What follows belongs to an exercise in optimizing a design on an open flow for small area and a short achievable clock period; a production flow would make more cautious choices. In this exercise RTL edits were held to simulation tests only and were not proved equivalent to the original. The clock port is modelled as an ideal driver; clocking choices that lean on that would not hold on a real chip. Power and IR drop assume default switching activity.

==> flow/design.v <==
`timescale 1ns / 1ps
module adatreclock(clk, rst, sdi, sample, sample_valid);
	input wire clk;
	input wire rst;
	input wire sdi;
	output wire sample;
	output reg sample_valid;
	reg d1, d2;
	reg [2:0] sample_timer;
	wire edge_detected = d1 ^ d2;
	assign sample = d2;
	always @ (posedge clk) begin
		if (rst) begin
			d1 <= 1'b0;
			d2 <= 1'b0;
			sample_timer <= 3'b0;
			sample_valid <= 1'b0;
		end
		else begin
			d1 <= sdi;
			d2 <= d1;
			if (edge_detected)
				sample_timer <= 3'b0;
			else
				sample_timer <= sample_timer + 3'd1;
			sample_valid <= !edge_detected && (sample_timer == 3'd3);
		end
	end
endmodule
`timescale 1ns / 1ps
module adatreceive(clk8x, rst, sdi, frame_sync, bit_sync,
	ch1, ch2, ch3, ch4,
	ch5, ch6, ch7, ch8);
	input wire clk8x;
	input wire rst;
	input wire sdi;
	output reg frame_sync;
	output wire bit_sync;
	output reg [23:0] ch1;
	output reg [23:0] ch2;
	output reg [23:0] ch3;
	output reg [23:0] ch4;
	output reg [23:0] ch5;
	output reg [23:0] ch6;
	output reg [23:0] ch7;
	output reg [23:0] ch8;
	reg [7:0] bitpos;
	reg [28:0] shiftreg;
	reg prevbit;
	wire [23:0] sample;
	wire [23:0] rsample;
	wire [23:0] ldval;
	wire sdi_reclocked;
	wire found_sync_pattern;
	assign sample[23:20] = shiftreg[28:25];
	assign sample[19:16] = shiftreg[23:20];
	assign sample[15:12] = shiftreg[18:15];
	assign sample[11:8]  = shiftreg[13:10];
	assign sample[7:4]   = shiftreg[8:5];
	assign sample[3:0]   = shiftreg[3:0];
	genvar i;
	generate
		for (i = 0; i < 24; i = i + 1) begin
			assign rsample[i] = sample[23-i];
		end
	endgenerate
	assign ldval = rst ? 24'd0 : rsample;
	adatreclock reclocker(
		.clk(clk8x),
		.rst(rst),
		.sdi(sdi),
		.sample(sdi_reclocked),
		.sample_valid(bit_sync)
	);
	assign found_sync_pattern =
		(shiftreg[28:19] == 10'b0000000000);
	reg [7:0] ld_q;
	wire [7:0] ld_next;
	assign ld_next[0] = ~found_sync_pattern & (bitpos == 8'd33);
	assign ld_next[1] = ~found_sync_pattern & (bitpos == 8'd63);
	assign ld_next[2] = ~found_sync_pattern & (bitpos == 8'd93);
	assign ld_next[3] = ~found_sync_pattern & (bitpos == 8'd123);
	assign ld_next[4] = ~found_sync_pattern & (bitpos == 8'd153);
	assign ld_next[5] = ~found_sync_pattern & (bitpos == 8'd183);
	assign ld_next[6] = ~found_sync_pattern & (bitpos == 8'd213);
	assign ld_next[7] = ~found_sync_pattern & (bitpos == 8'd243);
	wire ld1 = rst | ld_q[0];
	wire ld2 = rst | ld_q[1];
	wire ld3 = rst | ld_q[2];
	wire ld4 = rst | ld_q[3];
	wire ld5 = rst | ld_q[4];
	wire ld6 = rst | ld_q[5];
	wire ld7 = rst | ld_q[6];
	wire ld8 = rst | ld_q[7];
	always @ (posedge clk8x) begin
		if (ld1) ch1 <= ldval;
		if (ld2) ch2 <= ldval;
		if (ld3) ch3 <= ldval;
		if (ld4) ch4 <= ldval;
		if (ld5) ch5 <= ldval;
		if (ld6) ch6 <= ldval;
		if (ld7) ch7 <= ldval;
		if (ld8) ch8 <= ldval;
	end
	always @ (posedge clk8x) begin
		if (rst) begin
			frame_sync <= 1'b0;
			bitpos <= 8'd0;
			shiftreg <= 29'h1fffffff;
			prevbit <= 1'b0;
			ld_q <= 8'd0;
		end
		else begin
			frame_sync <= bit_sync & found_sync_pattern;
			if (bit_sync) begin
				prevbit <= sdi_reclocked;
				ld_q <= ld_next;
				shiftreg <= {sdi_reclocked ^ prevbit, shiftreg[28:1]};
				if (found_sync_pattern)
					bitpos <= 8'd0;
				else
					bitpos <= bitpos + 8'd1;
			end
		end
	end
endmodule
clock: 2.7 ns
lec_check: 0
cap_margin: 20
core_margin: 2
core_utilization: 60
cts_cluster_diameter: 60
cts_cluster_size: 30
setup_slack_margin: 0.9
slew_margin: 20
run.sh (not shown) runs the stock make flow with config.mk's settings and CLKGATE_MAP_FILE= SYNTH_SCRIPT=/design/flow/synth_recipe.tcl, a recipe that flattens the netlist after the stock synthesis.
The starting point finished clean.
Change:
--- a/flow/config.mk
+++ b/flow/config.mk
@@ -8,7 +8,8 @@
 export CAP_MARGIN = 20
 export CORE_MARGIN = 2
-export CORE_UTILIZATION = 60
-export CTS_CLUSTER_DIAMETER = 60
-export CTS_CLUSTER_SIZE = 30
-export SETUP_SLACK_MARGIN = 0.9
+export CORE_UTILIZATION = 75
+export CTS_CLUSTER_DIAMETER = 150
+export CTS_CLUSTER_SIZE = 40
+export PLACE_DENSITY = 0.8
+export SETUP_SLACK_MARGIN = 1.4
 export SLEW_MARGIN = 20
Effect: With this change the flow died in detailed placement (3_5_place_dp). Synthesized area is unchanged. Synthesized cell count stays the same.
Change:
--- a/flow/config.mk
+++ b/flow/config.mk
@@ -8,8 +8,7 @@
 export CAP_MARGIN = 20
 export CORE_MARGIN = 2
-export CORE_UTILIZATION = 75
-export CTS_CLUSTER_DIAMETER = 150
-export CTS_CLUSTER_SIZE = 40
-export PLACE_DENSITY = 0.8
-export SETUP_SLACK_MARGIN = 1.4
+export CORE_UTILIZATION = 60
+export CTS_CLUSTER_DIAMETER = 60
+export CTS_CLUSTER_SIZE = 30
+export SETUP_SLACK_MARGIN = 1.2
 export SLEW_MARGIN = 20
- This time the run ran to the end with no violations
- area after synthesis is unchanged
- synthesized cell count stays the same
Change:
==> flow/flow/run.sh (new file) <==
#!/bin/bash
# Own layout flow: the standard ORFS layout, with one change to clock tree
# synthesis (cts_hook.tcl): the intermediate levels of TritonCTS's tree are
# removed, so the leaf buffers hang directly on the root buffer's net. The tree
# stays balanced (every register is two buffers from the clock port).
# Port buffers start as buf_1 (the smallest buffer) instead of clkdlybuf4s50_1.
set -euo pipefail
here=$(pwd)
export PRE_CTS_TCL=$here/flow/cts_hook.tcl
export BUFFER_PORTS_ARGS="-buffer_cell sky130_fd_sc_hd__buf_1"
bash standard.sh > "$here/standard_flow.log" 2>&1
==> flow/flow/cts_hook.tcl (new file) <==
# Wrap clock_tree_synthesis: after TritonCTS builds its tree, remove the
# buffers between the root buffer and the leaf (cluster) buffers, and hang
# the leaf buffers directly on the net their removed driver was driven by.
rename clock_tree_synthesis tritoncts_clock_tree_synthesis
proc clock_tree_synthesis { args } {
  tritoncts_clock_tree_synthesis {*}$args
  set block [ord::get_db_block]
  for { set level 1 } { $level < 10 } { incr level } {
    foreach inst [$block getInsts] {
      set name [$inst getName]
      if { ![string match "clkbuf_${level}_*" $name] } { continue }
      set in [[$inst findITerm A] getNet]
      set out [[$inst findITerm X] getNet]
      foreach it [$out getITerms] {
        if { [$it getInst] ne $inst } {
          $it disconnect
          $it connect $in
        }
      }
      odb::dbInst_destroy $inst
      odb::dbNet_destroy $out
      puts "cts_hook: removed $name"
    }
  }
}
==> flow/standard.sh (new file) <==
#!/bin/bash
# synth_recipe.tcl (not shown) runs the flow's synth.tcl, then flattens the netlist and writes it again
# the make line also repeats each setting of config.mk as NAME=value (left out here)
make -C /OpenROAD-flow-scripts/flow DESIGN_CONFIG=/design/flow/config.mk WORK_HOME=/design/flow/orfs CLKGATE_MAP_FILE= SYNTH_SCRIPT=/design/flow/synth_recipe.tcl "${@:-finish}"
removed: flow/run.sh
Register-to-register slack is better by 0.03 ns.
Die area is unchanged.
Total power is about the same.
Final area went down by 0.31%.
Global-route usage shrinks by 0.79 points.
Synthesized cell count stays the same.

========
== lagoon ==
RTL: the design.v shown in full above, as it stands there.
==> flow/config.mk <==
export PLATFORM = sky130hd
export DESIGN_NAME = adatreceive
export DESIGN_NICKNAME = adatreceive
export VERILOG_FILES = /design/flow/design.v
export SDC_FILE = /design/flow/constraint.sdc
export NUM_CORES = 4
export LEC_CHECK = 0
export CAP_MARGIN = 20
export CORE_MARGIN = 2
export CORE_UTILIZATION = 60
export CTS_CLUSTER_DIAMETER = 60
export CTS_CLUSTER_SIZE = 30
export SETUP_SLACK_MARGIN = 1.2
export SLEW_MARGIN = 20
==> flow/constraint.sdc <==
create_clock -name core_clock -period 2.7 [get_ports {clk8x}]
set_input_delay 0.5400 -clock core_clock [delete_from_list [all_inputs] [get_ports {clk8x}]]
set_output_delay 0.5400 -clock core_clock [all_outputs]
set_load 0.01 [all_outputs]
standard.sh (not shown) runs the stock make flow with config.mk's settings and CLKGATE_MAP_FILE= SYNTH_SCRIPT=/design/flow/synth_recipe.tcl, a recipe that flattens the netlist after the stock synthesis.
==> flow/flow/run.sh <==
#!/bin/bash
# Own layout flow: the standard ORFS layout, with one change to clock tree
# synthesis (cts_hook.tcl): the intermediate levels of TritonCTS's tree are
# removed, so the leaf buffers hang directly on the root buffer's net. The tree
# stays balanced (every register is two buffers from the clock port).
set -euo pipefail
here=$(pwd)
export PRE_CTS_TCL=$here/flow/cts_hook.tcl
bash standard.sh > "$here/standard_flow.log" 2>&1
==> flow/flow/cts_hook.tcl <==
# Wrap clock_tree_synthesis: after TritonCTS builds its tree, remove the
# buffers between the root buffer and the leaf (cluster) buffers, and hang
# the leaf buffers directly on the net their removed driver was driven by.
rename clock_tree_synthesis tritoncts_clock_tree_synthesis
proc clock_tree_synthesis { args } {
  tritoncts_clock_tree_synthesis {*}$args
  set block [ord::get_db_block]
  for { set level 1 } { $level < 10 } { incr level } {
    foreach inst [$block getInsts] {
      set name [$inst getName]
      if { ![string match "clkbuf_${level}_*" $name] } { continue }
      set in [[$inst findITerm A] getNet]
      set out [[$inst findITerm X] getNet]
      foreach it [$out getITerms] {
        if { [$it getInst] ne $inst } {
          $it disconnect
          $it connect $in
        }
      }
      odb::dbInst_destroy $inst
      odb::dbNet_destroy $out
      puts "cts_hook: removed $name"
    }
  }
}
lagoon ran to completion and came out clean on the timing, design-rule and antenna checks.
> inputs changed (lagoon -> yarrow)
Settings: CORE_UTILIZATION: 60 -> 40; CTS_CLUSTER_SIZE: 30 -> unset; CTS_CLUSTER_DIAMETER: 60 -> unset.
==> flow/run.sh (new file) <==
#!/bin/bash
# synth_recipe.tcl (not shown) runs the flow's synth.tcl, then flattens the netlist and writes it again
# the make line also repeats each setting of config.mk as NAME=value (left out here)
make -C /OpenROAD-flow-scripts/flow DESIGN_CONFIG=/design/flow/config.mk WORK_HOME=/design/flow/orfs CLKGATE_MAP_FILE= SYNTH_SCRIPT=/design/flow/synth_recipe.tcl finish
removed: flow/flow/run.sh
removed: flow/flow/cts_hook.tcl
removed: flow/standard.sh
### Flow results
Both conditions hold for yarrow: the flow ran to the end and the final layout passed the timing, design-rule and antenna checks. Going from lagoon to yarrow, the routed length on met2 was found to have gone up by about 14%. Lower combinational share of power goes to yarrow over lagoon. yarrow vs lagoon, instance count: yarrow higher. Of the two values seen for beginning of the critical path, ch2[0]$_DFFE_PP_ was produced by yarrow and ch5[15]$_DFFE_PP_ by lagoon.
### yarrow -> tundra
Settings: setting CTS_CLUSTER_DIAMETER to 60 for the first time; changing CORE_UTILIZATION from 40 to 60; setting CTS_CLUSTER_SIZE to 30 for the first time.
==> flow/flow/run.sh (new file) <==
#!/bin/bash
# Own layout flow: the standard ORFS layout, with one change to clock tree
# synthesis (cts_hook.tcl): the intermediate levels of TritonCTS's tree are
# removed, so the leaf buffers hang directly on the root buffer's net. The tree
# stays balanced (every register is two buffers from the clock port).
set -euo pipefail
here=$(pwd)
export PRE_CTS_TCL=$here/flow/cts_hook.tcl
export POST_GLOBAL_PLACE_TCL=$here/flow/place_hook.tcl
bash standard.sh > "$here/standard_flow.log" 2>&1
==> flow/flow/cts_hook.tcl (new file) <==
# Wrap clock_tree_synthesis: after TritonCTS builds its tree, remove the
# buffers between the root buffer and the leaf (cluster) buffers, and hang
# the leaf buffers directly on the net their removed driver was driven by.
rename clock_tree_synthesis tritoncts_clock_tree_synthesis
proc clock_tree_synthesis { args } {
  tritoncts_clock_tree_synthesis {*}$args
  set block [ord::get_db_block]
  for { set level 1 } { $level < 10 } { incr level } {
    foreach inst [$block getInsts] {
      set name [$inst getName]
      if { ![string match "clkbuf_${level}_*" $name] } { continue }
      set in [[$inst findITerm A] getNet]
      set out [[$inst findITerm X] getNet]
      foreach it [$out getITerms] {
        if { [$it getInst] ne $inst } {
          $it disconnect
          $it connect $in
        }
      }
      odb::dbInst_destroy $inst
      odb::dbNet_destroy $out
      puts "cts_hook: removed $name"
    }
  }
}
==> flow/flow/place_hook.tcl (new file) <==
# After global placement: put each output port buffer on the spot of the cell
# that drives it (detailed placement then legalizes it next to that cell), so
# that the buffer, not the register, drives the wire to the port.
set block [ord::get_db_block]
foreach inst [$block getInsts] {
  if { ![string match "output*" [$inst getName]] } { continue }
  set net [[$inst findITerm A] getNet]
  if { $net eq "NULL" } { continue }
  foreach it [$net getITerms] {
    if { [$it isOutputSignal] } {
      set drv [$it getInst]
      set loc [$drv getLocation]
      $inst setLocation [lindex $loc 0] [lindex $loc 1]
      break
    }
  }
}
puts "place_hook: output buffers moved to their drivers"
==> flow/standard.sh (new file) <==
#!/bin/bash
# synth_recipe.tcl (not shown) runs the flow's synth.tcl, then flattens the netlist and writes it again
# the make line also repeats each setting of config.mk as NAME=value (left out here)
make -C /OpenROAD-flow-scripts/flow DESIGN_CONFIG=/design/flow/config.mk WORK_HOME=/design/flow/orfs CLKGATE_MAP_FILE= SYNTH_SCRIPT=/design/flow/synth_recipe.tcl "${@:-finish}"
removed: flow/run.sh
- tundra: PASS, flow complete, no timing, DRC or antenna violations
- yarrow: PASS, flow complete, no timing, DRC or antenna violations
- Summary of tundra over yarrow: multi-input combinational cell count up 2.5%, met3 layer usage reported by global route +6.2 points, delay contributed by the slowest stage of the critical path went up 0.03 ns.
- Fraction of met2 tracks used by global routing: tundra vs yarrow up 14 points
- yarrow reports its worst setup path startpoint as ch2[0]$_DFFE_PP_ while tundra reports ch1[7]$_DFFE_PP_.
- yarrow -> tundra: detailed-route vias per instance increased by more than 10%
- Higher global-route usage goes to tundra over yarrow.
- tundra against yarrow: final worst-path cycle share shows a reduction of 1.7 points; fraction of synthesized cell area in xor and xnor cells comparable.
- Of yarrow and tundra, the run reporting the lower core utilization was yarrow.
- Die area | tundra < yarrow
- tundra ended up with ch1[7] as its capturing instance or port of the critical path; yarrow ended up with ch2[0].
Changes in juniper relative to tundra:
Settings: swapping 1.2 for 1.1 in SETUP_SLACK_MARGIN.
--- a/flow/flow/run.sh
+++ b/flow/flow/run.sh
@@ -5,0 +6 @@
+# Port buffers start as buf_1 (the smallest buffer) instead of clkdlybuf4s50_1.
@@ -9 +10 @@
-export POST_GLOBAL_PLACE_TCL=$here/flow/place_hook.tcl
+export BUFFER_PORTS_ARGS="-buffer_cell sky130_fd_sc_hd__buf_1"
removed: flow/flow/place_hook.tcl
--- outcome ---
Final critical-path setup slack across juniper and tundra: no real change. Compared to tundra, juniper has number of signal-net buffers in the layout about 0.5% higher. Delta (juniper minus tundra): clock-buffer cell count -1; cell count after placement about even; core utilization shows a reduction of 3.0 points. Total area of multi-input combinational cells was lower in the run labelled juniper. Final period utilization: juniper vs tundra — no meaningful difference. The final setup skew on tundra is in line with that on juniper. Looking at capturing element of the worst setup path, the ch1[7] result is from tundra; the ch8[11]$_DFFE_PP_ one comes from juniper.

[port drivers added, routing unchanged]
In the flow no input, the clock included, has a driving cell. The finished layouts below were timed again as built, in two steps.
Step 1, drivers: a clkbuf_16 drives clk8x and a buf_2 each remaining input, both assumed.
Step 2 adds t to the input delays and takes it off the output delays; t is the mean of the earliest and latest rising clock arrival at the registers after step 1. Input paths then give back, and output paths get back, about the clock's delay inside the block.
a / b / c = ideal / step 1 / step 2; a / b = the first two.
run | t (ns) | setup WS [ns] | hold WS [ns] | latest minus earliest clock arrival (ns)
the first run of note 1 | 0.495 | 0.956 / 0.917 / 0.650 | 0.448 / 0.448 / 0.448 | 0.031 / 0.031
the third run of note 1 | 0.510 | 1.093 / 1.053 / 0.878 | 0.432 / 0.432 / 0.432 | 0.036 / 0.036
the fourth run of note 1 | 0.456 | 1.165 / 1.125 / 0.824 | 0.354 / 0.343 / 0.443 | 0.013 / 0.013
lagoon | 0.455 | 1.154 / 1.114 / 0.893 | 0.434 / 0.434 / 0.434 | 0.016 / 0.016
yarrow | 0.534 | 1.086 / 1.042 / 0.754 | 0.426 / 0.426 / 0.426 | 0.013 / 0.013
tundra | 0.461 | 1.133 / 1.089 / 0.862 | 0.441 / 0.441 / 0.441 | 0.021 / 0.022
juniper | 0.453 | 1.131 / 1.140 / 0.697 | 0.319 / 0.309 / 0.430 | 0.018 / 0.019
After both steps every run listed still meets setup and hold. The setup slack of juniper, which loses most, moves by +0.009 ns with the drivers and by -0.434 ns with both steps.
